Source: an optimization exercise on an open RTL-to-GDS flow (aim: small area). Production flows keep margins and buffers that such runs may drop. In this exercise RTL edits were held to simulation tests only and were not proved equivalent to the original. Power figures rest on the tool's default switching activity, not on a simulated workload.

--- flow/config.mk ---
export PLATFORM = sky130hd
export DESIGN_NAME = FinalProject
export DESIGN_NICKNAME = FinalProject
export VERILOG_FILES = /design/flow/design.v
export SDC_FILE = /design/flow/constraint.sdc
export NUM_CORES = 8
export LEC_CHECK = 0
export CAP_MARGIN = 20
export CORE_MARGIN = 2
export CORE_UTILIZATION = 40
export CTS_BUF_LIST = sky130_fd_sc_hd__clkbuf_8
export SLEW_MARGIN = 20
--- flow/constraint.sdc ---
create_clock -name core_clock -period 100.0 [get_ports {clk}]
set_input_delay 20.0000 -clock core_clock [delete_from_list [all_inputs] [get_ports {clk}]]
set_output_delay 20.0000 -clock core_clock [all_outputs]
set_load 0.01 [all_outputs]
--- flow/design.v ---
module sevenSeg(input [3:0] A, output [0:6] Seg);
  localparam [111:0] TBL = {7'b1111111, 7'b1111111, 7'b1111111, 7'b1111111, 7'b1111111,
                            7'b0000100, 7'b0000100, 7'b0000000, 7'b0001111, 7'b0100000,
                            7'b0100100, 7'b1001100, 7'b0000110, 7'b0010010, 7'b1001111,
                            7'b0000001};
  assign Seg = TBL[A * 7 +: 7];
endmodule
module FinalProject(input [3:0] in, input [1:0] pushButton, input clk, input rst, input onOff,
                    output [0:6] Hex0, Hex1, Hex2, Hex3, Hex4, Hex5, output readyLed);
  localparam [3:0] BL = 4'd15;   
  reg p;
  always @(posedge clk) p <= ~rst & ~p;
  wire [3:0] m1, h1, h2; wire [2:0] m2;
  m_tod u_tod(clk, rst, p, m1, m2, h1, h2);
  wire b0 = ~pushButton[0], b1 = ~pushButton[1];
  reg [1:0] S;                    
  reg [3:0] hv0, hv1, hv2, hv3;   
  reg [11:0] X;                   
  reg [2:0] ith; reg [3:0] itt, itu;    
  reg [2:0] cth; reg [3:0] ctt, ctu;    
  reg NA; reg [3:0] NB; reg [2:0] NC; reg [3:0] ND;   
  reg tc, rdy;
  assign readyLed = rdy;
  wire [3:0] H0, H1, H2; wire [2:0] H3; wire [11:0] Xe;
  m_entry u_entry(X, hv0, hv1, hv2, hv3, onOff, b0, b1, in, H0, H1, H2, H3, Xe);
  wire [2:0] ithn; wire [3:0] ittn, Dn; wire [11:0] Rn, Lk;
  m_norm u_norm(H0, H1, H2, H3, ithn, ittn, Dn, Rn, Lk);
  wire [11:0] sum; wire co;
  m_add u_add(S[1] ? X : Rn, S[1] ? {NA, NB, NC, ND} : Lk, sum, co);
  wire tA = sum[11]; wire [3:0] tB = sum[10:7]; wire [2:0] tC = sum[6:4]; wire [3:0] tD = sum[3:0];
  wire nb = co;
  wire nz0 = ~|ND, nz1 = nz0 & ~|NC, nz2 = nz1 & ~|NB;
  wire [3:0] NDd, NBd; wire [2:0] NCd;
  assign NDd[0] = (~ND[0]);
  assign NDd[1] = (~ND[0] & ND[3]) | (ND[0] & ND[1]) | (~ND[0] & ~ND[1] & ND[2]);
  assign NDd[2] = (~ND[0] & ND[3]) | (ND[0] & ND[2]) | (ND[1] & ND[2]);
  assign NDd[3] = (~ND[0] & ~ND[1] & ~ND[2] & ~ND[3]) | (ND[0] & ND[3]);
  assign NCd[0] = (~NC[0]);
  assign NCd[1] = (NC[0] & NC[1]) | (~NC[0] & NC[2]);
  assign NCd[2] = (~NC[0] & ~NC[1] & ~NC[2]) | (NC[0] & NC[2]);
  assign NBd[0] = (~NB[0]);
  assign NBd[1] = (~NB[0] & NB[3]) | (NB[0] & NB[1]) | (~NB[0] & ~NB[1] & NB[2]);
  assign NBd[2] = (~NB[0] & NB[3]) | (NB[0] & NB[2]) | (NB[1] & NB[2]);
  assign NBd[3] = (~NB[0] & ~NB[1] & ~NB[2] & ~NB[3]) | (NB[0] & NB[3]);
  wire eq = {cth, ctt, ctu} == {ith, itt, itu};
  wire cnt = eq & nb;
  wire tcn = tc | (eq & ~nb);
  wire tdisp = cnt & ~tc;
  wire [2:0] qh; wire [3:0] qt, qu; wire reach, le67, lt2;
  m_temp u_temp(cth, ith, ctt, ctu, itt, itu, tcn, qh, qt, qu, reach, le67, lt2);
  always @(posedge clk)
    if (rst) begin
      S <= 0; hv0 <= BL; hv1 <= BL; hv2 <= BL; hv3 <= BL;
      X <= {4'b0001, 1'b1, 3'd0, 4'd0};
      NA <= 1; NB <= 9; NC <= 5; ND <= 9; cth <= 0; ctt <= 6; ctu <= 5; tc <= 0;
    end else if (p) begin
      if (!onOff) begin
        hv0 <= m1; hv1 <= {1'b0, m2}; hv2 <= h1; hv3 <= h2; S <= 0; X <= Xe;
      end else case (S)
        2'd0: begin
          hv0 <= H0; hv1 <= H1; hv2 <= H2; hv3 <= BL; X <= Xe;
          if (b1) begin ith <= ithn; itt <= ittn; itu <= Dn; S <= 2'd1; end
        end
        2'd1: begin
          hv0 <= H0; hv1 <= H1; hv2 <= H2; hv3 <= {1'b0, H3};
          if (b1) begin X <= sum; S <= 2'd2; end
          else X <= Xe;
        end
        default: begin
          if (tdisp) begin hv0 <= tD; hv1 <= {1'b0, tC}; hv2 <= tB; hv3 <= {3'b0, tA}; end
          else begin hv0 <= ctu; hv1 <= ctt; hv2 <= {1'b0, cth}; hv3 <= BL; end
        end
      endcase
      if (S == 2'd2) begin
        tc <= tcn;
        if (cnt) begin
          ND <= NDd;
          if (nz0) NC <= NCd;
          if (nz1) NB <= NBd;
          if (nz2) NA <= ~NA;
        end
        if (~tcn) begin
          if (~eq) begin
            if (reach) begin cth <= ith; ctt <= itt; ctu <= itu; end
            else begin cth <= qh; ctt <= qt; ctu <= qu; end
          end
        end else begin
          if (le67 & ~lt2) begin cth <= 0; ctt <= 6; ctu <= 5; end
          else if (~le67) begin cth <= qh; ctt <= qt; ctu <= qu; end
        end
      end
    end
  always @(posedge clk)
    if (rst) rdy <= 0;
    else if (!p && S == 2'd2) begin
      if (tcn & ~le67) rdy <= 0;
      else if (eq) rdy <= 1;
    end
  segDC Seg0(hv0, Hex0);
  segDC Seg1(hv1, Hex1);
  segDC Seg2(hv2, Hex2);
  sevenSeg Seg3(hv3, Hex3);
  assign Hex4 = 7'b1111111;
  assign Hex5 = 7'b1111111;
endmodule
module m_tod(input clk, rst, p, output reg [3:0] m1, output reg [2:0] m2, output reg [3:0] h1, h2);
  wire m1e = m1[3] & m1[0];    
  wire m2e = m2[2] & m2[0];    
  wire h1e = h1[3] & h1[0];    
  wire [3:0] m1n = {(m1[3] & ~m1[0]) | (m1[2] & m1[1] & m1[0]), m1[2] ^ (m1[1] & m1[0]),
                    ~m1[3] & (m1[1] ^ m1[0]), ~m1[0]};
  wire [3:0] h1n = {(h1[3] & ~h1[0]) | (h1[2] & h1[1] & h1[0]), h1[2] ^ (h1[1] & h1[0]),
                    ~h1[3] & (h1[1] ^ h1[0]), ~h1[0]};
  wire [2:0] m2n = {(m2[2] & ~m2[0]) | (m2[1] & m2[0]), ~m2[2] & (m2[1] ^ m2[0]), ~m2[0]};
  wire [3:0] h2n = {h2[3] ^ (h2[2] & h2[1] & h2[0]), h2[2] ^ (h2[1] & h2[0]), h2[1] ^ h2[0], ~h2[0]};
  always @(posedge clk)
    if (rst) begin m1 <= 0; m2 <= 0; h1 <= 0; h2 <= 0; end
    else if (!p) begin
      m1 <= m1n;
      if (m1e) begin
        m2 <= m2n;
        if (m2e) begin
          h1 <= h1n;
          if (h1e) h2 <= h2n;
        end
      end
    end
endmodule
module m_entry(input [11:0] X, input [3:0] hv0, hv1, hv2, hv3, input onOff, b0, b1, input [3:0] in, output [3:0] H0, H1, H2, output [2:0] H3, output reg [11:0] Xe);
  wire [2:0] f3 = {in[2] & (in[1] | in[0]), in[2] ? ~(in[1] ^ in[0]) : in[1], in[2] ^ in[0]};
  wire [2:0] f2 = {in[3] & (in[2] | in[1]), in[3] ? ~(in[2] ^ in[1]) : in[2], in[3] ^ in[1]};
  wire [3:0] fsw = {in[3] & f3[2], in[3] ^ f3[2], f3[1], f3[0]};    
  wire [3:0] val = X[3:0];
  wire [2:0] ts = X[6:4];
  wire z = X[7];
  wire [3:0] w = X[11:8];
  wire [2:0] hv3z = hv3[3] ? 3'd0 : hv3[2:0];
  assign H0 = w[0] ? val : hv0;
  assign H1 = w[1] ? val : (z ? 4'd0 : hv1);
  assign H2 = w[2] ? val : (z ? 4'd0 : hv2);
  assign H3 = w[3] ? val[2:0] : (z ? 3'd0 : hv3z);
  always @* begin
    if (!onOff) Xe = {4'b0001, 1'b1, 2'b00, b0, fsw};
    else case (ts)
      3'd0: Xe = {4'b0001, 1'b0, 2'b00, b0, fsw};
      3'd1: Xe = {4'b0010, 1'b0, b0 ? 3'd2 : 3'd1, fsw};
      3'd2: Xe = b1 ? {4'b0001, 1'b1, 3'd3, 4'd0} : {4'b0100, 1'b0, 3'd2, 1'b0, f2};
      3'd3: Xe = {4'b0001, 1'b0, b0 ? 3'd4 : 3'd3, fsw};
      3'd4: Xe = {4'b0010, 1'b0, b0 ? 3'd5 : 3'd4, fsw};
      3'd5: Xe = {4'b0100, 1'b0, b0 ? 3'd6 : 3'd5, fsw};
      default: Xe = {4'b1000, 1'b0, 3'd6, 1'b0, f3};
    endcase
  end
endmodule
module m_norm(input [3:0] H0, H1, H2, input [2:0] H3, output [2:0] ithn, output [3:0] ittn, output [3:0] Dn, output [11:0] Rn, output [11:0] Lk);
  wire c0 = H0[3] & H0[1];
  assign Dn = {H0[3] & ~H0[1], H0[2], H0[1] & ~H0[3], H0[0]};
  wire c1, t10, c2;
  wire [2:0] Cdn, An;
  wire [3:0] Bn;
  assign c1 = (H1[1] & H1[2]) | (H1[3]) | (H1[0] & H1[2] & c0);
  assign Cdn[0] = (H1[0] & ~c0) | (~H1[0] & c0);
  assign Cdn[1] = (H1[0] & ~H1[1] & ~H1[2] & ~H1[3] & c0) | (~H1[0] & H1[1] & ~H1[2] & ~H1[3]) | (H1[0] & H1[1] & H1[2] & c0) | (~H1[0] & ~H1[1] & H1[3]) | (H1[0] & H1[3] & ~c0) | (H1[0] & H1[1] & ~H1[2] & ~c0);
  assign Cdn[2] = (~H1[1] & H1[2] & ~c0) | (H1[1] & H1[3]) | (H1[0] & H1[1] & ~H1[2] & c0) | (~H1[0] & ~H1[1] & H1[2]) | (H1[0] & H1[3] & c0);
  assign t10 = (H1[0] & H1[3] & c0) | (H1[1] & H1[3]);
  assign ittn[0] = (H1[0] & ~c0) | (~H1[0] & c0);
  assign ittn[1] = ~((~H1[1] & ~c0) | (H1[3]) | (~H1[0] & ~H1[1]) | (H1[0] & H1[1] & c0));
  assign ittn[2] = (H1[2] & ~c0) | (H1[0] & H1[1] & ~H1[2] & c0) | (~H1[1] & H1[2]) | (~H1[0] & H1[2]);
  assign ittn[3] = (~H1[0] & ~H1[1] & H1[3]) | (H1[0] & H1[1] & H1[2] & c0) | (H1[0] & H1[3] & ~c0);
  assign c2 = (H2[0] & H2[3] & c1) | (H2[1] & H2[3]);
  assign Bn[0] = (H2[0] & ~c1) | (~H2[0] & c1);
  assign Bn[1] = ~((~H2[1] & ~c1) | (H2[3]) | (~H2[0] & ~H2[1]) | (H2[0] & H2[1] & c1));
  assign Bn[2] = (H2[2] & ~c1) | (H2[0] & H2[1] & ~H2[2] & c1) | (~H2[1] & H2[2]) | (~H2[0] & H2[2]);
  assign Bn[3] = (~H2[0] & ~H2[1] & H2[3]) | (H2[0] & H2[1] & H2[2] & c1) | (H2[0] & H2[3] & ~c1);
  assign ithn[0] = (H2[0] & ~t10) | (~H2[0] & t10);
  assign ithn[1] = (H2[1] & ~t10) | (H2[0] & ~H2[1] & t10) | (~H2[0] & H2[1]);
  assign ithn[2] = (H2[2]) | (H2[0] & H2[1] & t10);
  assign An[0] = (H3[0] & ~c2) | (~H3[0] & c2);
  assign An[1] = (H3[1] & ~c2) | (H3[0] & ~H3[1] & c2) | (~H3[0] & H3[1]);
  assign An[2] = (H3[2]) | (H3[0] & H3[1] & c2);
  wire g424, g248, g72, g496;
  assign g424 = ~((~Bn[2] & ~Bn[3]) | (~Bn[1] & Bn[2]) | (~Bn[0] & Bn[1]) | (~Dn[2] & ~Dn[3] & ~Cdn[0] & ~Cdn[1] & ~Cdn[2] & Bn[2]));
  assign g248 = ~((~Bn[2] & ~Bn[3]) | (~Dn[3] & ~Cdn[0] & ~Cdn[1] & ~Cdn[2] & ~Bn[0] & ~Bn[1] & Bn[2]));
  assign g72 = ~((~Cdn[0] & ~Cdn[1] & ~Cdn[2] & ~Bn[1] & ~Bn[2] & ~Bn[3]) | (~Bn[0] & ~Bn[1] & ~Bn[2] & ~Bn[3]) | (~Dn[1] & ~Dn[2] & ~Dn[3] & ~Cdn[1] & ~Cdn[2] & ~Bn[1] & ~Bn[2] & ~Bn[3]));
  assign g496 = (Dn[1] & Dn[2] & Cdn[0] & Bn[3]) | (Dn[3] & Cdn[0] & Bn[3]) | (Cdn[1] & Bn[3]) | (Cdn[2] & Bn[3]) | (Bn[0] & Bn[3]);
  wire [2:0] k;
  assign k[0] = (An[1] & ~An[2] & ~g248) | (~An[0] & An[1] & ~g496) | (An[0] & ~An[1] & ~An[2] & g424) | (An[0] & ~An[1] & An[2] & g72) | (~An[0] & An[1] & ~An[2]);
  assign k[1] = (~An[1] & An[2]) | (~An[0] & An[2] & ~g496) | (An[0] & An[1] & ~An[2] & g248);
  assign k[2] = ~((~An[2]) | (~An[1]) | (~An[0] & ~g496));
  assign Lk[0] = 1'b0;
  assign Lk[1] = (k[0] & ~k[1]) | (~k[0] & k[1]);
  assign Lk[2] = (k[0] & ~k[1]) | (k[2]);
  assign Lk[3] = (k[0] & k[1]);
  assign Lk[4] = (k[0] & ~k[1]) | (~k[0] & k[1]);
  assign Lk[5] = 1'b0;
  assign Lk[6] = ~((~k[0] & ~k[1] & ~k[2]));
  assign Lk[7] = (~k[0] & k[1]) | (k[2]);
  assign Lk[8] = (k[0] & ~k[1]);
  assign Lk[9] = (~k[0] & k[1]);
  assign Lk[10] = (k[0] & k[1]);
  assign Lk[11] = (k[2]);
  assign Rn = {An[0], Bn, Cdn, Dn};
endmodule
module m_add(input [11:0] a, input [11:0] b, output [11:0] s, output co);
  function [4:0] add4(input [3:0] a, input [3:0] b, input ci);
    reg c; integer i;
    begin c = ci;
      for (i = 0; i < 4; i = i + 1) begin add4[i] = a[i] ^ b[i] ^ c; c = (a[i] & b[i]) | (c & (a[i] ^ b[i])); end
      add4[4] = c;
    end
  endfunction
  function [3:0] add3(input [2:0] a, input [2:0] b, input ci);
    reg c; integer i;
    begin c = ci;
      for (i = 0; i < 3; i = i + 1) begin add3[i] = a[i] ^ b[i] ^ c; c = (a[i] & b[i]) | (c & (a[i] ^ b[i])); end
      add3[3] = c;
    end
  endfunction
  wire [4:0] xD = add4(a[3:0], b[3:0], 1'b0);
  wire c1, c2, c3;
  assign c1 = ~((~xD[3] & ~xD[4]) | (~xD[1] & ~xD[2] & xD[3]));
  assign s[0] = (xD[0]);
  assign s[1] = (xD[1] & ~xD[3] & ~xD[4]) | (~xD[1] & xD[2] & xD[3]) | (~xD[1] & xD[4]);
  assign s[2] = (xD[2] & ~xD[3]) | (xD[1] & xD[2]) | (~xD[1] & xD[4]);
  assign s[3] = (~xD[1] & ~xD[2] & xD[3]) | (xD[1] & xD[4]);
  wire [3:0] xC = add3(a[6:4], b[6:4], c1);
  assign c2 = (xC[1] & xC[2]) | (xC[3]);
  assign s[4+0] = (xC[0]);
  assign s[4+1] = (~xC[1] & xC[3]) | (xC[1] & ~xC[2] & ~xC[3]);
  assign s[4+2] = (xC[1] & xC[3]) | (~xC[1] & xC[2]);
  wire [4:0] xB = add4(a[10:7], b[10:7], c2);
  assign c3 = ~((~xB[3] & ~xB[4]) | (~xB[1] & ~xB[2] & xB[3]));
  assign s[7+0] = (xB[0]);
  assign s[7+1] = (xB[1] & ~xB[3] & ~xB[4]) | (~xB[1] & xB[2] & xB[3]) | (~xB[1] & xB[4]);
  assign s[7+2] = (xB[2] & ~xB[3]) | (xB[1] & xB[2]) | (~xB[1] & xB[4]);
  assign s[7+3] = (~xB[1] & ~xB[2] & xB[3]) | (xB[1] & xB[4]);
  assign s[11] = a[11] ^ b[11] ^ c3;
  assign co = (a[11] & b[11]) | (c3 & (a[11] | b[11]));
endmodule
module m_temp(input [2:0] cth, ith, input [3:0] ctt, ctu, itt, itu, input dn,
              output [2:0] qh, output [3:0] qt, qu, output reach, le67, lt2);
  wire cu, ct2;
  assign cu = (ctu[3] & ~dn) | (~ctu[1] & ~ctu[2] & ~ctu[3] & dn);
  assign qu[0] = (ctu[0]);
  assign qu[1] = ~((ctu[1]) | (ctu[3] & ~dn) | (~ctu[2] & ~ctu[3] & dn));
  assign qu[2] = (ctu[1] & ~ctu[2] & ~dn) | (~ctu[1] & ctu[2] & ~dn) | (ctu[1] & ctu[2] & dn) | (ctu[3] & dn);
  assign qu[3] = (~ctu[1] & ~ctu[2] & ~ctu[3] & dn) | (ctu[1] & ctu[2] & ~dn);
  assign ct2 = (~ctt[0] & ~ctt[1] & ~ctt[2] & ~ctt[3] & cu & dn) | (ctt[0] & ctt[3] & cu & ~dn);
  assign qt[0] = (ctt[0] & ~cu) | (~ctt[0] & cu);
  assign qt[1] = (ctt[1] & ~cu) | (ctt[0] & ~ctt[1] & ~ctt[3] & cu & ~dn) | (~ctt[0] & ctt[1] & ~dn) | (ctt[0] & ctt[1] & dn) | (~ctt[0] & ~ctt[1] & ctt[2] & cu & dn) | (~ctt[0] & ctt[3] & cu & dn);
  assign qt[2] = (ctt[2] & ~cu) | (ctt[0] & ctt[1] & ~ctt[2] & cu & ~dn) | (~ctt[0] & ctt[3] & cu & dn) | (~ctt[0] & ctt[2] & ~dn) | (ctt[0] & ctt[2] & dn) | (ctt[0] & ~ctt[1] & ctt[2]) | (~ctt[0] & ctt[1] & ctt[2]);
  assign qt[3] = (ctt[3] & ~cu) | (~ctt[0] & ~ctt[1] & ~ctt[2] & ~ctt[3] & cu & dn) | (ctt[0] & ctt[1] & ctt[2] & cu & ~dn) | (~ctt[0] & ctt[3] & ~dn) | (ctt[0] & ctt[3] & dn);
  assign qh[0] = (cth[0] & ~ct2) | (~cth[0] & ct2);
  assign qh[1] = (cth[1] & ~ct2) | (cth[0] & ~cth[1] & ct2 & ~dn) | (~cth[0] & cth[1] & ~dn) | (~cth[0] & ~cth[1] & ct2 & dn) | (cth[0] & cth[1] & dn);
  assign qh[2] = ~((~cth[2] & ~ct2) | (cth[0] & cth[1] & cth[2] & ct2 & ~dn) | (~cth[0] & ~cth[1] & cth[2] & ct2 & dn) | (~cth[0] & ~cth[2] & ~dn) | (cth[0] & ~cth[1] & ~cth[2]) | (cth[1] & ~cth[2] & dn));
  assign le67 = ~((ctu[3] & ctt[1] & ctt[2]) | (ctt[0] & ctt[1] & ctt[2]) | (ctt[3]) | (cth[0]) | (cth[1]) | (cth[2]));
  assign lt2 = (~ctu[1] & ~ctu[2] & ~ctu[3] & ~ctt[0] & ~ctt[1] & ~ctt[2] & ~ctt[3] & ~cth[0] & ~cth[1] & ~cth[2]);
  wire [10:0] qv = {qh, qt, qu}, iv = {ith, itt, itu};
  reg c; integer i;
  always @* begin
    c = 1'b1;
    for (i = 0; i < 11; i = i + 1) c = (qv[i] & ~iv[i]) | (c & (qv[i] | ~iv[i]));
  end
  assign reach = c;
endmodule
module segDC(input [3:0] A, output [0:6] Seg);
  assign Seg[0] = (A[0] & ~A[1] & ~A[2] & ~A[3]) | (~A[0] & ~A[1] & A[2]) | (A[2] & A[3]);
  assign Seg[1] = ~((~A[2]) | (~A[0] & ~A[1]) | (A[0] & A[1] & ~A[3]));
  assign Seg[2] = (~A[0] & A[1] & ~A[2] & ~A[3]) | (A[2] & A[3]);
  assign Seg[3] = (A[0] & ~A[1] & ~A[2] & ~A[3]) | (~A[0] & ~A[1] & A[2]) | (A[0] & A[1] & A[2]);
  assign Seg[4] = (A[0]) | (~A[1] & A[2]) | (A[1] & A[3]);
  assign Seg[5] = (A[0] & ~A[2] & ~A[3]) | (A[1] & ~A[2] & ~A[3]) | (A[0] & A[1]);
  assign Seg[6] = (~A[1] & ~A[2] & ~A[3]) | (A[0] & A[1] & A[2]);
endmodule
--- flow/run.sh ---
#!/bin/bash
# synth_recipe.tcl (not shown) runs the flow's synth.tcl, then flattens the netlist and writes it again
# the make line also repeats each setting of config.mk as NAME=value (left out here)
make -C /OpenROAD-flow-scripts/flow DESIGN_CONFIG=/design/flow/config.mk WORK_HOME=/design/flow/orfs CLKGATE_MAP_FILE= SYNTH_SCRIPT=/design/flow/synth_recipe.tcl finish
==> metrics.yaml, run 1 <==
sta:
  finalClockSkew_ns: 0.00835
  hold_violations: 0
  slew_violations: 0
  fmax_ghz: 0.0454
  tns_ns: 0
  relSlewSlack: 0.334
  setup_violations: 0
  fin_crit_sh: 0.220
  rsz0062_at_grt: "no"
  worstMarginPinSlew_ns: 0.990
  finalCriticalPeriod_ns: 22.05
clock_tree:
  htreeDepth: 3
  cts_tree: "done"
  holdBufCountCts: 0
  postCtsSetupRepairBufs: 0
  cts.reportedPaths.clkPinSlew_ns: 0.08
  cts-resized-gates: 0
  clock_sinks: 82
  cts_root_buf: "clkbuf_8"
  cts_max_path_buffers: 2
  cts_buffers: 9
  insertion_delay_ns: 0.39
cells_and_area:
  layout.nets: 962
  area_delta_synth_final_pct: 7.96
  design_area_sq_mm: 0.00755
  drive_above_1_share: 0.0581
  diodes: 0
  fill_cells: 1788
yosys:
  synth_cell_type_count: 77
  postSynthAreaPerCell_sq_um: 7.41
  ys.flop_type: "dfxtp_1"
  yosys_register_bits: 82
  yosysSeqAreaShare: 0.251
  synth_common_cells: "nand2_1, nor2_1, a21oi_1"
  synth_edf_count: 11
  synth_area_leaders: "dfxtp_1, nand2_1, a21oi_1"
  synthCells: 944
  ys_async_sr_fraction: 0
  ys_warn_count: 5
  synth.top_cell.area_share: 0.203
  synth_area_leader_cell: "dfxtp_1"
  yosysMostFrequentCell: "nand2_1"
  syn_area_sq_mm: 0.00699
global_route:
  grt_max_degree: 55
  grt_pass1_wl_um: 31100
  antenna_found_initial: 0
  grt_usage: 0.214
  grt_pass1_vias: 5816
  globalRoute.totalOverflow: 0
power:
  p_per_area_mw_per_mm2: 11.0
  ir_worst_vdd_v: 0.00000587
  leakage_nw: 2.88
die:
  die_h_um: 136
  fp.dieW_um: 136
  dieArea_sq_mm: 0.0185
  ios: 52
  start_util: 0.407
  core_area_sq_mm: 0.0172
  rows: 48
placement:
  dp_hpwl_um: 14200
  place_area_sq_mm: 0.00733
  port_buffers: 37
  gp_congestion: 0.921
flow_run:
  cap_violations: 0
outcome:
  status: "finished clean"
drt:
  wl_um: 19300
  vias_per_cell: 5.63
  top_layer_used: "met4"
  ant_nets: 0
  wl_per_cell_um: 16.7
  dr.pass1.iters: 6
  drt_iter0_markers: 388
  wl_met1_um: 9060
  drc: 0
  wl_met2_um: 9030
  vias: 6502
  wl_met3_um: 751
critical_path:
  critPathMaxFanout: 6
  rrSetupSlack_ns: 87.41
  cp-end-kind: "primary output"
  crit_type: "reg2out"
  crit_required_ns: 80.00
  worstPathArrival_ns: 2.05
  worst_setup_path_start_kind: "flop"
min_path:
  holdCritPathClass: "reg2reg"
==> registers in the layout, indices dropped and copies added (netlist names), 3 cells and up, named ones only <==
name,flops
NB,4
ND,4
X,12
cth,3
ctt,4
ctu,4
hv0,4
hv1,4
hv2,4
hv3,4
ith,3
itt,4
itu,4
u_tod.h1,3
u_tod.h2,4
u_tod.m1,3
==> stage by stage <==
step                      utilization  setup slack, ns  power (mW)  std cells  hold slack, ns
after floorplan                     -            77.98      0.0500        957           0.441
after global placement          0.427            77.29      0.0559       1139           0.456
after detailed placement        0.427            77.24      0.0560       1139           0.458
after CTS                       0.439            77.65      0.0832       1155           0.481
after global routing            0.439            77.78      0.0865       1155           0.523
final                           0.439            77.95      0.0828       1155           0.477
==> layer usage <==
layer	up-vias	global-route usage
li1	3287	-
met5	-	0
met1	3046	0.288
met3	26	0.0317
met2	143	0.350
met4	0	0.0706
==> layout make-up <==
type                    instances  area, sq um  area share
clock buffers                   9          124      0.0164
clock inverters                 7         87.6      0.0116
multi-input cells             741         4700       0.623
well taps                     225          282      0.0373
flip-flops and latches         82         1750       0.232
repair buffers                 45          425      0.0564
inverters                      46          173      0.0229
==> cells in the final DEF (no fill, tap or decap), drive strengths merged, types with 7 or more instances in the layout <==
| cell type | instances |
|---|---|
| a21oi | 76 |
| nand2b | 16 |
| a22oi | 7 |
| xnor2 | 23 |
| edfxtp | 11 |
| buf | 9 |
| nor2 | 94 |
| nor4 | 10 |
| nand3 | 34 |
| mux2 | 10 |
| o21ai | 75 |
| nor2b | 10 |
| clkdlybuf4s50 | 36 |
| nand4 | 7 |
| mux2i | 38 |
| a31oi | 14 |
| inv | 49 |
| dfxtp | 71 |
| xor2 | 10 |
| conb | 14 |
| a211oi | 14 |
| o211ai | 13 |
| nor3 | 29 |
| clkbuf | 9 |
| fa | 11 |
| ha | 17 |
| nand2 | 110 |
| or3 | 9 |
==> worst max-delay path, stage by stage, from the launching register on <==
cell and delay, ns:
dfxtp_1 0.37, inv_1 0.12, ha_1 0.20, or2_2 0.28, a21oi_1 0.15, nor2_1 0.05
clkdlybuf4s50_1 0.49
==> path summary, 6_finish.rpt <==
kind,end,cells past startpoint,start
min reg2reg,NC[0],2,NC[0]
max,Hex3[3],6,hv3[1]
max reg2reg,ctt[0],46,X[8]
min,NC[0],2,NC[0]
==> cell families (layout without fill, tap and decap cells) <==
kind of cell | Yosys count | in the layout | synth area share
xor gates and xnor gates | 33 | 33 | 0.0456
and+or+nand+nor | 347 | 347 | 0.232
DFF | 82 | 82 | 0.251
buffers and inverters | 134 | 107 | 0.0865
adders and majority gates | 32 | 32 | 0.0677
other | 1 | 14 | 0.000536
muxes | 48 | 48 | 0.0705
AOI/OAI and AO/OA | 267 | 267 | 0.247
==> power by group <==
| part | total, mW | internal, mW | switching [mW] |
|---|---|---|---|
| Clock | 0.0274 | 0.0139 | 0.0135 |
| Combinational | 0.0181 | 0.00793 | 0.0102 |
| Sequential | 0.0373 | 0.0345 | 0.00280 |
==> inputs of run 2 (changes only) <==
==> flow/flow/run.sh (new file) <==
#!/bin/bash
# Own layout flow: the standard ORFS flow, with
#  - synthesis re-run with an area-oriented ABC script and without Yosys's full-adder extraction
#    (same passes before ABC, so the same registers; their instance names are then set to the
#    standard synthesis's, paired by the net on their Q pin),
#  - port buffers of the smallest buffer cell.
# Every tool's output goes to a log file in this folder.
set -uo pipefail
here=$PWD
R=$here/orfs/results/$FLOW_PLATFORM/FinalProject/base
# 1. standard synthesis (reference for the register names; also the fallback netlist)
bash standard.sh synth > std_synth.log 2>&1 || { echo "standard synthesis failed"; exit 1; }
cp $R/1_2_yosys.v std_1_2_yosys.v
# 2. own synthesis
mkdir -p own
sed -e '/# Technology mapping of adders/,/# Technology mapping of latches/{/# Technology mapping of latches/!d}' \
    -e "s#log_cmd abc {\*}\$abc_args#log_cmd abc -script $here/flow/area.abc {*}\$lib_args {*}\$lib_dont_use_args#" \
    $FLOW_HOME/scripts/synth.tcl > own/synth_core.tcl
sed "s#source \$::env(SCRIPTS_DIR)/synth.tcl#source $here/own/synth_core.tcl#" synth_recipe.tcl > own/synth.tcl
if grep -q "flow/area.abc" own/synth_core.tcl && ! grep -q "extract_fa" own/synth_core.tcl && grep -q "own/synth_core.tcl" own/synth.tcl; then
  make -C $FLOW_HOME DESIGN_CONFIG=$FLOW_CONFIG WORK_HOME=$here/own/orfs CLKGATE_MAP_FILE= \
    SYNTH_SCRIPT=$here/own/synth.tcl $here/own/orfs/results/$FLOW_PLATFORM/FinalProject/base/1_2_yosys.v > own_synth.log 2>&1 \
  && python3 flow/fixnames.py std_1_2_yosys.v own/orfs/results/$FLOW_PLATFORM/FinalProject/base/1_2_yosys.v own_1_2_yosys.v > fixnames.log 2>&1 \
  && { cp own_1_2_yosys.v $R/1_2_yosys.v; rm -f $R/1_synth.odb $R/1_synth.sdc; echo "using own synthesis" >> fixnames.log; } \
  || echo "own synthesis not used" >> fixnames.log
else
  echo "own synthesis script not built; using the standard one" >> fixnames.log
fi
# 3. the rest of the standard flow
export BUFFER_PORTS_ARGS="-buffer_cell sky130_fd_sc_hd__buf_1"
bash standard.sh finish > std_finish.log 2>&1 || { echo "flow failed"; tail -20 std_finish.log; exit 1; }
ls -l out/ > out.log
==> flow/flow/area.abc (new file) <==
strash
ifraig
scorr
dc2
strash
&get -n
&dch -f
&nf -R 1000 -p -F 8 -A 4
&put
==> flow/flow/fixnames.py (new file) <==
#!/usr/bin/env python3
"""Give the registers of our own synthesis the instance names the standard synthesis gave them.
usage: fixnames.py STD_NETLIST OWN_NETLIST OUT_NETLIST
Registers are paired by the net on their Q pin. Auto-named objects (_123_) of our netlist are
renamed to _o123_ first, so that the standard names cannot collide with them.
Exits with status 1 if the registers (names, cell types) cannot be paired one to one."""
import re, sys

FF = re.compile(r'^\s*(sky130_fd_sc_hd__\w*df\w*)\s+(\\\S+\s|\S+)\s*\((.*?)\);', re.M | re.S)

def regs(text):
    out = {}
    for m in FF.finditer(text):
        cell, inst, pins = m.group(1), m.group(2).strip(), m.group(3)
        q = re.search(r'\.Q\((.*?)\)\s*(,|$)', pins, re.S)
        if not q:
            sys.exit('no Q pin on ' + inst)
        out[q.group(1).strip()] = (inst, cell)
    return out

std = open(sys.argv[1]).read()
own = open(sys.argv[2]).read()
own = re.sub(r'(?<![\w$\\])_(\d+)_(?![\w$])', r'_o\1_', own)
rs, ro = regs(std), regs(own)
if set(rs) != set(ro):
    sys.exit('register Q nets differ: %s' % sorted(set(rs) ^ set(ro))[:10])
for q, (inst, cell) in rs.items():
    oinst, ocell = ro[q]
    if ocell != cell:
        sys.exit('cell type differs for %s: %s vs %s' % (q, cell, ocell))
    if oinst != inst:
        pat = re.compile(r'(sky130_fd_sc_hd__\w+\s+)' + re.escape(oinst) + (r'(?=\s)' if not oinst.startswith('\\') else r''))
        own, n = pat.subn(lambda m: m.group(1) + inst + (' ' if inst.startswith('\\') and not oinst.startswith('\\') else ''), own, count=1)
        if n != 1:
            sys.exit('could not rename ' + oinst)
# check
r2 = regs(own)
for q, (inst, cell) in rs.items():
    if r2[q] != (inst, cell):
        sys.exit('rename check failed for %s: %s vs %s' % (q, r2[q], (inst, cell)))
open(sys.argv[3], 'w').write(own)
print('registers paired:', len(rs))
==> flow/standard.sh (new file) <==
#!/bin/bash
# synth_recipe.tcl (not shown) runs the flow's synth.tcl, then flattens the netlist and writes it again
# the make line also repeats each setting of config.mk as NAME=value (left out here)
make -C /OpenROAD-flow-scripts/flow DESIGN_CONFIG=/design/flow/config.mk WORK_HOME=/design/flow/orfs CLKGATE_MAP_FILE= SYNTH_SCRIPT=/design/flow/synth_recipe.tcl "${@:-finish}"
removed: flow/run.sh
==> run 2 against run 1 <==
Still clean. Core utilization increased by 0.78 points. Critical path depth down 1. Global-route usage up 1.1 points. Count of clock-buffer cells in the layout is 1 higher. Area after synthesis fell by 17%. Via count down 7.4%. Final area shrank 15%. Worst setup slack improved by 0.27 ns. Critical endpoint is now Hex3[6]. Highest routed layer unchanged.
==> metrics.yaml, run 2 <==
outcome:
  status: "finished clean"  # unchanged
global_route:
  grt_usage: 0.224  # was 0.214
  grt_max_degree: 74  # was 55
  grt_pass1_vias: 5502  # was 5816
  globalRoute.totalOverflow: 0  # unchanged
  grt_pass1_wl_um: 28500  # was 31100 um
  antenna_found_initial: 0  # unchanged
cells_and_area:
  layout_commonest_cell: "a21oi_1"  # was nand2_1
  area_delta_synth_final_pct: 10.3  # was 7.96%
  diodes: 0  # unchanged
  largest_register_ffs: 12  # unchanged
  top_register: "X"  # unchanged
  mostFrequentLayoutCells: "a21oi_1, nor2_1, o21ai_0"  # was nand2_1, nor2_1, a21oi_1
  post-route-util: 0.447  # was 0.439
  design_area_sq_mm: 0.00643  # was 0.00755 sq mm
  fill_cells: 1530  # was 1788
  drive_above_1_share: 0.0278  # was 0.0581
  layout.nets: 866  # was 962
critical_path:
  ff2ff_path_depth: 55  # was 46
  r2r_end: "ctu[1]"  # was ctt[0]
  rr_startpoint: "X[8]"  # unchanged
  worst_setup_path_start_kind: "flop"  # unchanged
  cp-end-kind: "primary output"  # unchanged
  worstPathArrival_ns: 1.77  # was 2.05 ns
  rrSetupSlack_ns: 86.50  # was 87.41 ns
  crit_required_ns: 80.00  # about the same
  critPathMaxFanout: 8  # was 6
  crit_type: "reg2out"  # unchanged
yosys:
  ys_warn_count: 5  # unchanged
  synthCells: 803  # was 944
  postSynthAreaPerCell_sq_um: 7.26  # was 7.41 sq um
  syn_area_sq_mm: 0.00583  # was 0.00699 sq mm
die:
  rows: 44  # was 48
  ios: 52  # unchanged
  start_util: 0.406  # was 0.407
  die_h_um: 125  # was 136 um
  core_area_sq_mm: 0.0144  # was 0.0172 sq mm
  dieArea_sq_mm: 0.0155  # was 0.0185 sq mm
  fp.dieW_um: 125  # was 136 um
drt:
  drc: 0  # unchanged
  vias: 6019  # was 6502
  ant_nets: 0  # unchanged
  wl_per_cell_um: 16.6  # was 16.7 um
  dr.pass1.iters: 5  # was 6
  vias_per_cell: 5.75  # was 5.63
  wl_um: 17400  # was 19300 um
  drt_iter0_markers: 626  # was 388
clock_tree:
  clock_sinks: 82  # unchanged
  cts_max_path_buffers: 2  # unchanged
  insertion_delay_ns: 0.38  # was 0.39 ns
  cts.reportedPaths.clkPinSlew_ns: 0.09  # was 0.08 ns
  cts_buffers: 9  # unchanged
  postCtsSetupRepairBufs: 0  # unchanged
  cts_root_buf: "clkbuf_8"  # unchanged
  holdBufCountCts: 0  # unchanged
  cts_tree: "done"  # unchanged
  cts-resized-gates: 0  # unchanged
  htreeDepth: 3  # unchanged
min_path:
  min_from: "NA"  # was NC[0]
  min_path_cells: 2  # unchanged
  min_to: "NA"  # was NC[0]
  holdCritPathClass: "reg2reg"  # unchanged
sta:
  finalCriticalPeriod_ns: 21.77  # was 22.05 ns
  fin_crit_sh: 0.218  # was 0.220
  hold_ws_ns: 0.486  # was 0.477 ns
  relSlewSlack: 0.410  # was 0.334
  tns_ns: 0  # unchanged
  rsz0062_at_grt: "no"  # unchanged
  finalClockSkew_ns: 0.0101  # was 0.00835 ns
  setup_violations: 0  # unchanged
  hold_violations: 0  # unchanged
  fmax_ghz: 0.0459  # was 0.0454 GHz
  slew_violations: 0  # unchanged
  worstMarginPinSlew_ns: 0.873  # was 0.990 ns
placement:
  gp_congestion: 0.918  # was 0.921
  port_buffers: 37  # unchanged
  place_area_sq_mm: 0.00619  # was 0.00733 sq mm
  dp_hpwl_um: 12600  # was 14200 um
flow_run:
  cap_violations: 0  # unchanged
power:
  p_per_area_mw_per_mm2: 13.6  # was 11.0 mW/mm^2
  ir_worst_vdd_v: 0.00000731  # was 0.00000587 V
  power.total_uw: 87.5  # was 82.8 uW
  leakage_nw: 2.22  # was 2.88 nW
-- run 2: worst max path at each step --
stage	startpoint	to
final	hv3[0]	Hex3[6]
after global routing	hv3[0]	Hex3[1]
after floorplan	pushButton[1]	ith[0]
after CTS	hv3[0]	Hex3[6]
after global placement	onOff	X[0]
after detailed placement	onOff	X[0]
-- run 2: final cells by class --
type	instances	area [sq um]	area share
clock buffer	10	138	0.0214
inverter	38	143	0.0222
multi-input combinational	682	3880	0.603
timing repair buffer	44	193	0.0300
clock inverter	6	95.1	0.0148
sequential	82	1750	0.273
tap	184	230	0.0358
-- run 2: metrics by stage --
step / std cells / setup WS, ns
6_report: 1046 / 78.23
5_1_grt: 1046 / 78.02
4_1_cts: 1045 / 78.20
3_5_place_dp: 1029 / 78.14
3_3_place_gp: 1029 / 78.14
2_1_floorplan: 816 / 78.33
-- run 2: critical path: stages, from the launching register on --
cell and delay, ns:
dfxtp_1 0.40, nand2_1 0.12, clkinv_1 0.09, o21ai_0 0.43
o21ai_0 0.19, buf_1 0.17
-- run 2: layer usage --
layer	share of wire	GRT usage
met1	0.48	0.321
met4	0.023	0.0648
met5	0	0
met2	0.42	0.333
met3	0.069	0.0563
-- run 2: report_power, final --
part,switching [mW],internal (mW),total [mW]
Combinational,0.0141,0.00755,0.0217
Sequential,0.00260,0.0346,0.0372
Clock,0.0136,0.0151,0.0286
Total,0.0303,0.0572,0.0875
==> inputs of run 3 (changes only) <==
--- a/flow/flow/run.sh
+++ b/flow/flow/run.sh
@@ -28,5 +28,6 @@
 fi
 # 3. the rest of the standard flow
 export BUFFER_PORTS_ARGS="-buffer_cell sky130_fd_sc_hd__buf_1"
+export CTS_ARGS="-sink_clustering_enable -repair_clock_nets -dont_use_dummy_load -sink_clustering_size 30 -sink_clustering_max_diameter 100 -buf_list sky130_fd_sc_hd__clkbuf_8"
 bash standard.sh finish > std_finish.log 2>&1 || { echo "flow failed"; tail -20 std_finish.log; exit 1; }
 ls -l out/ > out.log
==> flow/config.mk (replaced) <==
export PLATFORM = sky130hd
export DESIGN_NAME = FinalProject
export DESIGN_NICKNAME = FinalProject
export VERILOG_FILES = /design/flow/design.v
export SDC_FILE = /design/flow/constraint.sdc
export NUM_CORES = 8
export LEC_CHECK = 0
export CAP_MARGIN = 0
export CORE_MARGIN = 2
export CORE_UTILIZATION = 40
export GPL_TIMING_DRIVEN = 0
export SLEW_MARGIN = 0
==> run 3 against run 2 <==
Still clean. Global-route usage shrank 0.75 points. Core utilization shrank 0.20 points. Area after synthesis is the same. Maximum frequency shrank 3.0%. Critical endpoint is now X[0]. Largest power group unchanged.
==> metrics.yaml, run 3 <==
outcome:
  status: "finished clean"  # unchanged
die:
  fp.dieW_um: 125  # unchanged
  rows: 44  # unchanged
  die_h_um: 125  # unchanged
  ios: 52  # unchanged
  dieArea_sq_mm: 0.0155  # unchanged
  core_area_sq_mm: 0.0144  # unchanged
  start_util: 0.406  # unchanged
sta:
  fmax_ghz: 0.0446  # was 0.0459 GHz
  hold_ws_ns: 0.481  # was 0.486 ns
  finalCriticalPeriod_ns: 22.45  # was 21.77 ns
  fin_crit_sh: 0.224  # was 0.218
  hold_violations: 0  # unchanged
  relSlewSlack: 0.167  # was 0.410
  setup_violations: 0  # unchanged
  finalClockSkew_ns: 0.0397  # was 0.0101 ns
  rsz0062_at_grt: "no"  # unchanged
  slew_violations: 0  # unchanged
  worstMarginPinSlew_ns: 1.25  # was 0.873 ns
  tns_ns: 0  # unchanged
cells_and_area:
  diodes: 0  # unchanged
  post-route-util: 0.445  # was 0.447
  layout_commonest_cell: "a21oi_1"  # unchanged
  largest_register_ffs: 12  # unchanged
  mostFrequentLayoutCells: "a21oi_1, nor2_1, o21ai_0"  # unchanged
  finalNonFillerCells: 1047  # was 1046
  area_delta_synth_final_pct: 9.79  # was 10.3%
  drive_above_1_share: 0.0324  # was 0.0278
  layout.nets: 874  # was 866
  top_register: "X"  # unchanged
drt:
  vias_per_cell: 5.72  # was 5.75
  ant_nets: 0  # unchanged
  wl_per_cell_um: 16.2  # was 16.6 um
  drt_iter0_markers: 630  # was 626
  drc: 0  # unchanged
  wl_um: 16900  # was 17400 um
  dr.pass1.iters: 5  # unchanged
  vias: 5994  # was 6019
clock_tree:
  cts-resized-gates: 0  # unchanged
  cts_buffers: 9  # unchanged
  cts.reportedPaths.clkPinSlew_ns: 0.07  # was 0.09 ns
  cts_root_buf: "clkbuf_8"  # unchanged
  htreeDepth: 3  # unchanged
  insertion_delay_ns: 0.38  # about the same
  clock_sinks: 82  # unchanged
  holdBufCountCts: 0  # unchanged
  postCtsSetupRepairBufs: 0  # unchanged
  cts_max_path_buffers: 2  # unchanged
  cts_tree: "done"  # unchanged
placement:
  placed_cells: 1038  # was 1029
  dp_hpwl_um: 12500  # was 12600 um
  gp_congestion: 0.870  # was 0.918
  port_buffers: 37  # unchanged
yosys:
  syn_area_sq_mm: 0.00583  # unchanged
  ys_warn_count: 5  # unchanged
  postSynthAreaPerCell_sq_um: 7.26  # unchanged
  synthCells: 803  # unchanged
power:
  leakage_nw: 2.20  # was 2.22 nW
  pwr-share-comb: 0.276  # was 0.248
  p_switching_uw: 27.8  # was 30.3 uW
  ir_worst_vdd_v: 0.00000734  # was 0.00000731 V
  swShare: 0.355  # was 0.346
  p_int_uw: 50.5  # was 57.2 uW
  p_per_area_mw_per_mm2: 12.2  # was 13.6 mW/mm^2
  power.total_uw: 78.3  # was 87.5 uW
  p_clk_frac: 0.248  # was 0.327
  p_seq_frac: 0.476  # was 0.425
global_route:
  globalRoute.totalOverflow: 0  # unchanged
  antenna_found_initial: 0  # unchanged
  grt_pass1_vias: 5272  # was 5502
  grt_usage: 0.217  # was 0.224
  grt_max_degree: 50  # was 74
  grt_pass1_wl_um: 27400  # was 28500 um
critical_path:
  crit_type: "in2reg"  # was reg2out
  critPathMaxFanout: 38  # was 8
  worst_setup_path_start_kind: "input pin"  # was flop
  crit_required_ns: 100.25  # was 80.00 ns
  worstPathArrival_ns: 22.70  # was 1.77 ns
  cp-end-kind: "flop"  # was primary output
flow_run:
  cap_violations: 0  # unchanged
min_path:
  holdCritPathClass: "reg2reg"  # unchanged
==> run 3: per-layer routing <==
| metal | vias to the layer above | wire length, um | global-route usage |
|---|---|---|---|
| met5 | - | 0 | 0 |
| met4 | 0 | 212 | 0.0555 |
| met3 | 16 | 1090 | 0.0434 |
| met2 | 211 | 7310 | 0.327 |
| met1 | 2726 | 8320 | 0.316 |
| li1 | 3041 | - | - |
==> run 3: path summary, 6_finish.rpt <==
check / startpoint / to / slack, ns / cells past startpoint
min reg2reg: ND[2] / ND[2] / 0.48 / 2
max reg2reg: hv1[0] / ctu[1] / 86.49 / 56
min: ND[2] / ND[2] / 0.48 / 2
max: onOff / X[0] / 77.55 / 6
==> run 3: per-stage QoR <==
stage	instance area (sq um)	setup WS, ns
6_report	6400	77.55
5_1_grt	6400	77.35
4_1_cts	6390	76.37
3_5_place_dp	6270	75.96
3_3_place_gp	6240	75.78
2_1_floorplan	5880	78.33
==> run 3: power groups by stage <==
| stage | clock network [mW] | logic [mW] | registers [mW] |
|---|---|---|---|
| global route | 0.0212 | 0.0241 | 0.0376 |
| finish | 0.0194 | 0.0216 | 0.0373 |
| CTS | 0.0201 | 0.0214 | 0.0372 |
| detailed placement | 0 | 0.0213 | 0.0380 |
| floorplan | 0 | 0.0152 | 0.0370 |
| global placement | 0 | 0.0212 | 0.0380 |
==> run 3: layout make-up <==
| type | count | area, sq um |
|---|---|---|
| Buffer | 14 | 105 |
| Clock buffer | 9 | 124 |
| Fill cell | 1503 | 7970 |
| Inverter | 38 | 143 |
| Multi-Input combinational cell | 682 | 3880 |
| Sequential cell | 82 | 1750 |
| Tap cell | 184 | 230 |
| Timing Repair Buffer | 38 | 161 |
==> run 3: worst max-delay path, cell delays in order <==
cell	delay, ns
clkbuf_2	0.54
clkinv_1	0.71
o21ai_1	0.90
nor2_1	0.18
a32oi_1	0.25
a21oi_1	0.09
==> inputs of run 4 (changes only) <==
--- a/flow/config.mk
+++ b/flow/config.mk
@@ -8,5 +8,4 @@
 export CAP_MARGIN = 0
 export CORE_MARGIN = 2
 export CORE_UTILIZATION = 40
-export GPL_TIMING_DRIVEN = 0
 export SLEW_MARGIN = 0
==> run 4 against run 3 <==
Largest cell class unchanged. Via count up 0.20%. Critical endpoint is now Hex3[6]. Register-to-register slack about the same. Sequential share of layout area up 0.36 points. Die area unchanged.
==> metrics.yaml, run 4 <==
cells_and_area:
  layout.nets: 865  # was 874
  mostFrequentLayoutCells: "a21oi_1, nor2_1, o21ai_0"  # unchanged
  largest_register_ffs: 12  # unchanged
  area_delta_synth_final_pct: 8.29  # was 9.79%
  drive_above_1_share: 0.0187  # was 0.0324
  diodes: 0  # unchanged
  layout_commonest_cell: "a21oi_1"  # unchanged
  top_register: "X"  # unchanged
flow_run:
  cap_violations: 0  # unchanged
power:
  p_per_area_mw_per_mm2: 12.4  # was 12.2 mW/mm^2
  power.total_uw: 78.4  # was 78.3 uW
  p_seq_frac: 0.475  # was 0.476
  pwr-share-comb: 0.277  # was 0.276
  leakage_nw: 2.16  # was 2.20 nW
  p_switching_uw: 28.2  # was 27.8 uW
  ir_worst_vdd_v: 0.00000653  # was 0.00000734 V
  swShare: 0.359  # was 0.355
  p_int_uw: 50.2  # was 50.5 uW
  p_clk_frac: 0.248  # about the same
sta:
  fin_crit_sh: 0.218  # was 0.224
  tns_ns: 0  # unchanged
  slew_violations: 0  # unchanged
  finalClockSkew_ns: 0.0215  # was 0.0397 ns
  relSlewSlack: 0.259  # was 0.167
  finalCriticalPeriod_ns: 21.78  # was 22.45 ns
  hold_violations: 0  # unchanged
  worstMarginPinSlew_ns: 1.11  # was 1.25 ns
  fmax_ghz: 0.0459  # was 0.0446 GHz
  setup_violations: 0  # unchanged
  rsz0062_at_grt: "no"  # unchanged
clock_tree:
  cts_max_path_buffers: 2  # unchanged
  holdBufCountCts: 0  # unchanged
  postCtsSetupRepairBufs: 0  # unchanged
  insertion_delay_ns: 0.39  # was 0.38 ns
  cts-resized-gates: 0  # unchanged
  clock_sinks: 82  # unchanged
  cts.reportedPaths.clkPinSlew_ns: 0.07  # about the same
  cts_buffers: 9  # unchanged
  htreeDepth: 3  # unchanged
  cts_tree: "done"  # unchanged
  cts_root_buf: "clkbuf_8"  # unchanged
die:
  die_h_um: 125  # unchanged
  fp.dieW_um: 125  # unchanged
  start_util: 0.406  # unchanged
  dieArea_sq_mm: 0.0155  # unchanged
  ios: 52  # unchanged
  rows: 44  # unchanged
  core_area_sq_mm: 0.0144  # unchanged
critical_path:
  crit_top_cell: "o21ai_0"
  worstPathArrival_ns: 1.78  # was 22.70 ns
  cp-end-kind: "primary output"  # was flop
  rrSetupSlack_ns: 86.48  # was 86.49 ns
  crit_required_ns: 80.00  # was 100.25 ns
  critPathMaxFanout: 8  # was 38
  ff2ff_path_depth: 56  # unchanged
  cp_top_family: "compound AO/OA/AOI/OAI gates"  # was buffers and inverters
  worst_setup_path_start_kind: "flop"  # was input pin
  crit_type: "reg2out"  # was in2reg
  r2r_end: "ctu[1]"  # unchanged
  slowest_delay_ns: 0.44  # was 0.90 ns
  crit_path_top_delay_cell: "o21ai_0"  # was o21ai_1
  crit_chain: "nand2_1, clkinv_1, o21ai_0, o21ai_0, buf_1"  # was clkbuf_2, clkinv_1, o21ai_1, nor2_1, a32oi_1, a21oi_1
  rr_startpoint: "hv1[0]"  # unchanged
  worst-path-buf-inv: 2  # unchanged
yosys:
  postSynthAreaPerCell_sq_um: 7.26  # unchanged
  ys_warn_count: 5  # unchanged
  syn_area_sq_mm: 0.00583  # unchanged
  synthCells: 803  # unchanged
drt:
  dr.pass1.iters: 5  # unchanged
  ant_nets: 0  # unchanged
  wl_per_cell_um: 16.8  # was 16.2 um
  drt_iter0_markers: 649  # was 630
  wl_um: 17400  # was 16900 um
  drc: 0  # unchanged
  vias_per_cell: 5.79  # was 5.72
  vias: 6006  # was 5994
global_route:
  antenna_found_initial: 0  # unchanged
  globalRoute.totalOverflow: 0  # unchanged
  grt_pass1_wl_um: 28600  # was 27400 um
  grt_pass1_vias: 5480  # was 5272
  grt_max_degree: 74  # was 50
  grt_usage: 0.225  # was 0.217
placement:
  gp_congestion: 0.918  # was 0.870
  port_buffers: 37  # unchanged
  dp_hpwl_um: 12600  # was 12500 um
min_path:
  min_path_cells: 2  # unchanged
  holdCritPathClass: "reg2reg"  # unchanged
  min_from: "ND[2]"  # unchanged
  min_to: "ND[2]"  # unchanged
outcome:
  status: "finished clean"  # unchanged
## run 4: final cells by class
type / instances / area (sq um)
Fill cell: 1537 / 8060
Multi-Input combinational cell: 682 / 3880
Sequential cell: 82 / 1750
Tap cell: 184 / 230
Timing Repair Buffer: 43 / 185
Inverter: 38 / 143
Clock buffer: 9 / 124
## run 4: through the flow
stage	setup WS [ns]	std cells	instance area (sq um)	utilization	hold slack, ns
2_1_floorplan	78.33	816	5880	-	0.444
3_3_place_gp	78.14	1029	6190	0.431	0.469
3_5_place_dp	78.14	1029	6190	0.431	0.477
4_1_cts	78.21	1038	6310	0.439	0.490
5_1_grt	78.03	1038	6310	0.439	0.519
6_report	78.22	1038	6310	0.439	0.486
## run 4: how the worst max path moves through the flow
stage             startpoint       to  depth (start not counted)  slack [ns]
2_1_floorplan  pushButton[1]   ith[0]                          2       78.33
3_3_place_gp           onOff     X[0]                          8       78.14
3_5_place_dp           onOff     X[0]                          8       78.14
4_1_cts               hv3[0]  Hex3[6]                          5       78.21
5_1_grt               hv3[0]  Hex3[1]                          5       78.03
6_report              hv3[0]  Hex3[6]                          5       78.22
## run 4: power by group through the flow
stage / Combinational, mW / Clock [mW] / Sequential (mW)
after floorplan: 0.0152 / 0 / 0.0370
after global placement: 0.0211 / 0 / 0.0379
after detailed placement: 0.0212 / 0 / 0.0379
after CTS: 0.0213 / 0.0201 / 0.0371
after global routing: 0.0240 / 0.0213 / 0.0375
final: 0.0217 / 0.0194 / 0.0372
## run 4: worst min-delay path: cells and delay by family, from the launching register on
family	cells	cell delay [ns]
compound gates	1	0.05
flops	1	0.33
simple gates	1	0.06
## run 4: routing by layer
layer,GRT usage,up-vias,share of wire
li1,-,3025,-
met1,0.322,2747,0.48
met2,0.339,202,0.43
met3,0.0464,32,0.068
met4,0.0694,0,0.021
met5,0,-,0
==> inputs of run 5 (changes only) <==
--- a/flow/config.mk
+++ b/flow/config.mk
@@ -7,5 +7,7 @@
 export LEC_CHECK = 0
 export CAP_MARGIN = 0
 export CORE_MARGIN = 2
-export CORE_UTILIZATION = 40
+export CORE_UTILIZATION = 70
+export GPL_TIMING_DRIVEN = 0
+export PLACE_DENSITY = 0.85
 export SLEW_MARGIN = 0
==> run 5 against run 4 <==
First-iteration DRC count is 6.5% higher. Area after synthesis stayed put. Critical path depth is 1 higher. Critical endpoint is now X[0]. Still clean on timing, DRC and antenna. Sequential power hardly changed. Largest cell class unchanged.
==> metrics.yaml, run 5 <==
yosys:
  synthCells: 803  # unchanged
  ys_warn_count: 5  # unchanged
  syn_area_sq_mm: 0.00583  # unchanged
  postSynthAreaPerCell_sq_um: 7.26  # unchanged
sta:
  setup_violations: 0  # unchanged
  hold_violations: 0  # unchanged
  worstMarginPinSlew_ns: 1.21  # was 1.11 ns
  finalCriticalPeriod_ns: 22.48  # was 21.78 ns
  setup_slack_ns: 77.52  # was 78.22 ns
  finalClockSkew_ns: 0.0234  # was 0.0215 ns
  fmax_ghz: 0.0445  # was 0.0459 GHz
  rsz0062_at_grt: "no"  # unchanged
  fin_crit_sh: 0.225  # was 0.218
  relSlewSlack: 0.196  # was 0.259
  slew_violations: 0  # unchanged
  tns_ns: 0  # unchanged
die:
  core_area_sq_mm: 0.00813  # was 0.0144 sq mm
  die_h_um: 95.2  # was 125 um
  dieArea_sq_mm: 0.00907  # was 0.0155 sq mm
  rows: 33  # was 44
  ios: 52  # unchanged
  start_util: 0.716  # was 0.406
  fp.dieW_um: 95.2  # was 125 um
critical_path:
  critPathMaxFanout: 38  # was 8
  cp-end-kind: "flop"  # was primary output
  crit_type: "in2reg"  # was reg2out
  worst_setup_path_start_kind: "input pin"  # was flop
  crit_path_top_delay_cell: "o21ai_1"  # was o21ai_0
  worstPathArrival_ns: 22.72  # was 1.78 ns
  crit_chain: "clkbuf_2, clkinv_1, o21ai_1, nor2_1, a32oi_1, a21oi_1"  # was nand2_1, clkinv_1, o21ai_0, o21ai_0, buf_1
  crit_required_ns: 100.24  # was 80.00 ns
  cp_top_family: "compound AO/OA/AOI/OAI gates"  # unchanged
  slowest_delay_ns: 0.92  # was 0.44 ns
  worst-path-buf-inv: 2  # unchanged
clock_tree:
  insertion_delay_ns: 0.37  # was 0.39 ns
  cts_max_path_buffers: 2  # unchanged
  htreeDepth: 3  # unchanged
  cts-resized-gates: 0  # unchanged
  postCtsSetupRepairBufs: 0  # unchanged
  cts_buffers: 9  # unchanged
  holdBufCountCts: 0  # unchanged
  cts.reportedPaths.clkPinSlew_ns: 0.07  # about the same
  cts_tree: "done"  # unchanged
  clock_sinks: 82  # unchanged
  cts_root_buf: "clkbuf_8"  # unchanged
cells_and_area:
  layout_commonest_cell: "a21oi_1"  # unchanged
  diodes: 0  # unchanged
  multi_input_area_sq_mm: 0.00388  # about the same
  area_delta_synth_final_pct: 8.10  # was 8.29%
  mostFrequentLayoutCells: "a21oi_1, nor2_1, o21ai_0"  # unchanged
  top_register: "X"  # unchanged
  drive_above_1_share: 0.0324  # was 0.0187
  largest_register_ffs: 12  # unchanged
  design_area_sq_mm: 0.00630  # was 0.00631 sq mm
  register_area_sq_mm: 0.00175  # about the same
  fill_cells: 642  # was 1537
  layout.nets: 874  # was 865
global_route:
  grt_usage: 0.360  # was 0.225
  antenna_found_initial: 0  # unchanged
  globalRoute.totalOverflow: 0  # unchanged
  grt_pass1_wl_um: 25600  # was 28600 um
  grt_pass1_vias: 5409  # was 5480
  grt_max_degree: 53  # was 74
drt:
  drc: 0  # unchanged
  dr.pass1.iters: 7  # was 5
  ant_nets: 0  # unchanged
  vias: 6302  # was 6006
  wl_um: 16400  # was 17400 um
  drt_iter0_markers: 691  # was 649
  vias_per_cell: 6.51  # was 5.79
  wl_per_cell_um: 16.9  # was 16.8 um
placement:
  port_buffers: 37  # unchanged
  pre_cts_ws_ns: 76.13  # was 78.14 ns
  place_area_sq_mm: 0.00617  # was 0.00619 sq mm
  dp_hpwl_um: 12100  # was 12600 um
  gp_congestion: 0.926  # was 0.918
power:
  p_switching_uw: 27.5  # was 28.2 uW
  leakage_nw: 2.20  # was 2.16 nW
  pwr-share-comb: 0.280  # was 0.277
  swShare: 0.353  # was 0.359
  p_seq_frac: 0.476  # was 0.475
  p_int_uw: 50.5  # was 50.2 uW
  ir_worst_vdd_v: 0.00000727  # was 0.00000653 V
  p_clk_frac: 0.244  # was 0.248
  p_per_area_mw_per_mm2: 12.4  # about the same
flow_run:
  cap_violations: 0  # unchanged
min_path:
  holdCritPathClass: "reg2reg"  # unchanged
outcome:
  status: "finished clean"  # unchanged
==> run 5: routing by layer <==
layer / up-vias / routed length (um) / GRT usage
met3: 60 / 1530 / 0.0458
met4: 0 / 688 / 0.170
met2: 361 / 7520 / 0.583
met5: - / 0 / 0
li1: 3045 / - / -
met1: 2836 / 6630 / 0.475
==> run 5: final timing paths <==
check / start / to / slack, ns / depth (start not counted)
min reg2reg: ND[2] / ND[2] / 0.48 / 2
max reg2reg: hv1[0] / ctu[1] / 86.21 / 56
max: onOff / X[0] / 77.52 / 6
min: ND[2] / ND[2] / 0.48 / 2
==> run 5: final cells by class <==
type | instances | share of cell area
buffer | 14 | 0.0167
timing repair buffer | 38 | 0.0256
clock buffer | 9 | 0.0197
sequential | 82 | 0.278
inverter | 38 | 0.0226
multi-input combinational | 682 | 0.616
tap | 105 | 0.0209
==> run 5: power groups by stage <==
| stage | Combinational, mW | Clock, mW | Sequential (mW) |
|---|---|---|---|
| 4_1_cts | 0.0211 | 0.0188 | 0.0371 |
| 3_3_place_gp | 0.0203 | 0 | 0.0377 |
| 3_5_place_dp | 0.0210 | 0 | 0.0378 |
| 2_1_floorplan | 0.0152 | 0 | 0.0370 |
| 5_1_grt | 0.0240 | 0.0199 | 0.0374 |
| 6_report | 0.0218 | 0.0190 | 0.0372 |
==> run 5: worst min-delay path: stages, from the launching register on <==
cell and delay [ns]:
dfxtp_1 0.33, nand2_1 0.06, a21oi_1 0.05
==> run 5: metrics by stage <==
step	util	instances	total power [mW]	hold slack (ns)
3_5_place_dp	0.758	959	0.0588	0.476
3_3_place_gp	0.756	958	0.0580	0.469
2_1_floorplan	-	816	0.0523	0.444
6_report	0.774	968	0.0780	0.481
5_1_grt	0.774	968	0.0812	0.516
4_1_cts	0.773	968	0.0770	0.486

==> re-timing with driven ports <==
No port has a modelled driver above. Below, the same layouts with a new extraction and two added sets of constraints.
Step 1, drivers: a clkbuf_16 drives clk and a buf_2 each remaining input, both assumed.
Step 2 moves the port delays by t, midway between the first and last clock arrival at a register: inputs arrive t later, outputs are due t later. That takes back most of the time a late clock gives input paths.
Three values: ideal ports, drivers, drivers and shift; two values: the first two.
run	shift t [ns]	slack for setup (ns)	worst hold slack (ns)	worst slew at a driven data input, ns
run 1	0.422	77.952 / 77.913 / 77.551	0.477 / 0.477 / 0.477	0.03
run 2	0.410	78.227 / 78.191 / 78.040	0.486 / 0.486 / 0.486	0.04
run 3	0.398	77.555 / 77.568 / 77.170	0.481 / 0.481 / 0.481	0.03
run 4	0.413	78.219 / 78.182 / 78.032	0.486 / 0.486 / 0.486	0.04
run 5	0.393	77.519 / 77.527 / 77.134	0.481 / 0.481 / 0.481	0.04
After both steps every run listed still meets setup and hold. For run 1, which loses most, drivers alone change the setup slack by -0.039 ns; drivers and shift together by -0.401 ns.
